From an optimization exercise on the open Yosys and OpenROAD flow, aimed at small area; shortcuts taken in it are not production practice.
In this exercise RTL edits were held to simulation tests only and were not proved equivalent to the original.
Power is estimated from default activity; no workload was simulated.

==> run a <==
// RegisterFile32Bits
module RegisterFile32Bits(DataIn,DataA,DataB,RdAddress1,RdAddress2,WrtAddress,clk,Reset,Wenable);
==> module AOI22, before the edit <==
module AOI22 (A0, S0, A1, S1, Y);
input A0, S0, A1, S1;
output Y;
assign Y = ~((A0 & S0) | (A1 & S1));
endmodule
==> module MuxBit, before the edit <==
module MuxBit (In, Sel, Out);
input [31:0] In;
input [31:0] Sel;
output Out;
wire [10:0] t;
genvar k;
generate
  for (k = 0; k < 10; k = k + 1) begin : g
    AOI222 a (In[3*k], Sel[3*k], In[3*k+1], Sel[3*k+1], In[3*k+2], Sel[3*k+2], t[k]);
  end
endgenerate
AOI22 a10 (In[30], Sel[30], In[31], Sel[31], t[10]);
assign Out = ~&t;
endmodule
==> module Mux32to1, before the edit <==
module Mux32to1 (Regs, Sel, Regout);
input [1023:0] Regs;
input [31:0] Sel;
output [31:0] Regout;
genvar i, j;
generate
  for (i = 0; i < 32; i = i + 1) begin : b
    wire [31:0] col;
    for (j = 0; j < 32; j = j + 1) begin : r
      assign col[j] = Regs[32*j + i];
    end
    MuxBit m (col, Sel, Regout[i]);
  end
endgenerate
endmodule
export LEC_CHECK = 0
export CAP_MARGIN = 20
export CORE_MARGIN = 2
export CORE_UTILIZATION = 50
export SLEW_MARGIN = 20
export SYNTH_HIERARCHICAL = 1
export SYNTH_MINIMUM_KEEP_SIZE = 0
create_clock -name core_clock -period 7.0 [get_ports {clk}]
run.sh (not shown) runs the stock make flow with config.mk's settings and CLKGATE_MAP_FILE= SYNTH_SCRIPT=/design/flow/synth_recipe.tcl, a recipe that flattens the netlist after the stock synthesis.
==> inputs of run b, as changes to run a <==
--- a/flow/design.v
+++ b/flow/design.v
@@ -33,14 +33,10 @@
 output Y;
 assign Y = ~((A0 & S0) | (A1 & S1) | (A2 & S2));
 endmodule
-module AOI22 (A0, S0, A1, S1, Y);
-input A0, S0, A1, S1;
-output Y;
-assign Y = ~((A0 & S0) | (A1 & S1));
-endmodule
-module MuxBit (In, Sel, Out);
-input [31:0] In;
-input [31:0] Sel;
+module MuxBit (In, Sel, T10, Out);
+input [29:0] In;
+input [29:0] Sel;
+input T10;
 output Out;
 wire [10:0] t;
 genvar k;
@@ -49,7 +45,7 @@
     AOI222 a (In[3*k], Sel[3*k], In[3*k+1], Sel[3*k+1], In[3*k+2], Sel[3*k+2], t[k]);
   end
 endgenerate
-AOI22 a10 (In[30], Sel[30], In[31], Sel[31], t[10]);
+assign t[10] = T10;
 assign Out = ~&t;
 endmodule
 module Mux32to1 (Regs, Sel, Regout);
@@ -63,7 +59,7 @@
     for (j = 0; j < 32; j = j + 1) begin : r
       assign col[j] = Regs[32*j + i];
     end
-    MuxBit m (col, Sel, Regout[i]);
+    MuxBit m (col[29:0], Sel[29:0], ~((col[30] & Sel[30]) | (col[31] & Sel[31])), Regout[i]);
   end
 endgenerate
 endmodule
Settings changed: CAP_MARGIN 20 to 0, CTS_BUF_LIST from default to sky130_fd_sc_hd__clkbuf_16, CTS_CLUSTER_DIAMETER from default to 100, CTS_CLUSTER_SIZE from default to 24, SLEW_MARGIN 20 to 0.
==> qor summary <==
Run status: run a timing/DRC/antenna clean; run b timing/DRC/antenna clean
GRT met2 Usage: run a 63.8%; run b 61.1%
Non-filler cells in the finished layout: run a 4,854; run b 4,662
Worst stage delay on the critical path: run a 860 ps; run b 710 ps
Grt met1 use: run a 59.7%; run b 58.4%
Initial antenna violation count: run a 25; run b 14
Layout cell share with drive strength beyond 1: run a 13.2%; run b 7.12%
Synthesis-to-layout area growth: run a 18.9%; run b 11.8%
Share of the synthesized area in the top cell type: run a 50.6%; run b 50.9%
FF-to-FF Start: run a Valid[13]; run b Valid[4]
Initial drt markers: run a 10.9k; run b 9,714
Maximum achievable frequency: run a 150 MHz; run b 147 MHz
Arrival time of data at the critical path endpoint: run a 5270 ps; run b 5400 ps
Post-Syn Area: run a 0.0405 mm2; run b 0.0403 mm2
Starting Density: run a 50.4%; run b 50.3%
Die area: run a 0.0833 mm2; run b 0.0829 mm2
Power attributed to combinational cells: run a 1.64 mW; run b 1.61 mW


==> inputs of indigo <==
Another version of the RTL of RegisterFile32Bits (not shown whole).
Settings: LEC_CHECK=0, CAP_MARGIN=0, CORE_MARGIN=2, CORE_UTILIZATION=50, CTS_BUF_LIST=sky130_fd_sc_hd__clkbuf_16, CTS_CLUSTER_DIAMETER=100, CTS_CLUSTER_SIZE=24, SLEW_MARGIN=0, SYNTH_HIERARCHICAL=1, SYNTH_MINIMUM_KEEP_SIZE=0; clock period 7.0 ns.
standard.sh (not shown) runs the stock make flow with config.mk's settings and CLKGATE_MAP_FILE= SYNTH_SCRIPT=/design/flow/synth_recipe.tcl, a recipe that flattens the netlist after the stock synthesis.
==> flow/flow/run.sh <==
#!/bin/bash
# The standard layout (the standard.sh), with two changes:
# - port buffers are the smallest buffer instead of the resizer's default choice;
# - clock tree synthesis inserts no dummy loads (registers only feed themselves
#   and the outputs, so there is no register-to-register skew to balance).
set -euo pipefail
CTS="-sink_clustering_enable -repair_clock_nets -dont_use_dummy_load"
CTS="$CTS -sink_clustering_size 24 -sink_clustering_max_diameter 100"
CTS="$CTS -buf_list sky130_fd_sc_hd__clkbuf_16"
bash standard.sh \
  "BUFFER_PORTS_ARGS=-buffer_cell sky130_fd_sc_hd__buf_1" \
  "CTS_ARGS=$CTS" \
  finish > standard.log 2>&1
==> quartz: changes against indigo <==
--- a/flow/flow/run.sh
+++ b/flow/flow/run.sh
@@ -7,3 +7,3 @@
 CTS="-sink_clustering_enable -repair_clock_nets -dont_use_dummy_load"
-CTS="$CTS -sink_clustering_size 24 -sink_clustering_max_diameter 100"
+CTS="$CTS -sink_clustering_size 28 -sink_clustering_max_diameter 100"
 CTS="$CTS -buf_list sky130_fd_sc_hd__clkbuf_16"
--- a/flow/config.mk
+++ b/flow/config.mk
@@ -12,3 +12,3 @@
 export CTS_CLUSTER_DIAMETER = 100
-export CTS_CLUSTER_SIZE = 24
+export CTS_CLUSTER_SIZE = 28
 export SLEW_MARGIN = 0
==> comparison <==
- In routed wire length, indigo and quartz hardly differ.
- Sequential share of layout area: quartz is higher than indigo (0.17 points).
- Between quartz and indigo, the lower count of clock-buffer cells in the layout is in quartz (gap 6).
- Combinational power is about the same in indigo and quartz.

## port drivers added, routing unchanged
The results above use ideal ports. As a check the final layouts listed here were re-extracted and re-timed, cells and wires unchanged. Step 1 sets driving cells, clkbuf_16 on the clock port and buf_2 on the other inputs (assumed; they add their load-dependent delay and slew). Step 2 also shifts input and output timing later by t, the mid clock arrival at the registers, as if the neighbouring blocks saw the same clock. Three values: ideal, step 1, step 2; two values: the first two.
| run | t, ns | slack for setup (ns) | hold slack, ns |
|---|---|---|---|
| run a | 0.760 | 0.326 / 0.297 / 0.297 | 0.473 / 0.473 / 0.473 |
| run b | 0.734 | 0.201 / 0.176 / 0.176 | 0.482 / 0.482 / 0.482 |
| indigo | 0.719 | 1.026 / 0.894 / 0.894 | 0.484 / 0.484 / 0.484 |
| quartz | 0.704 | 0.981 / 0.845 / 0.845 | 0.487 / 0.487 / 0.487 |
After both steps every run listed still meets setup and hold. The setup slack of quartz, which loses most, moves by -0.136 ns with the drivers and by -0.136 ns with both steps.
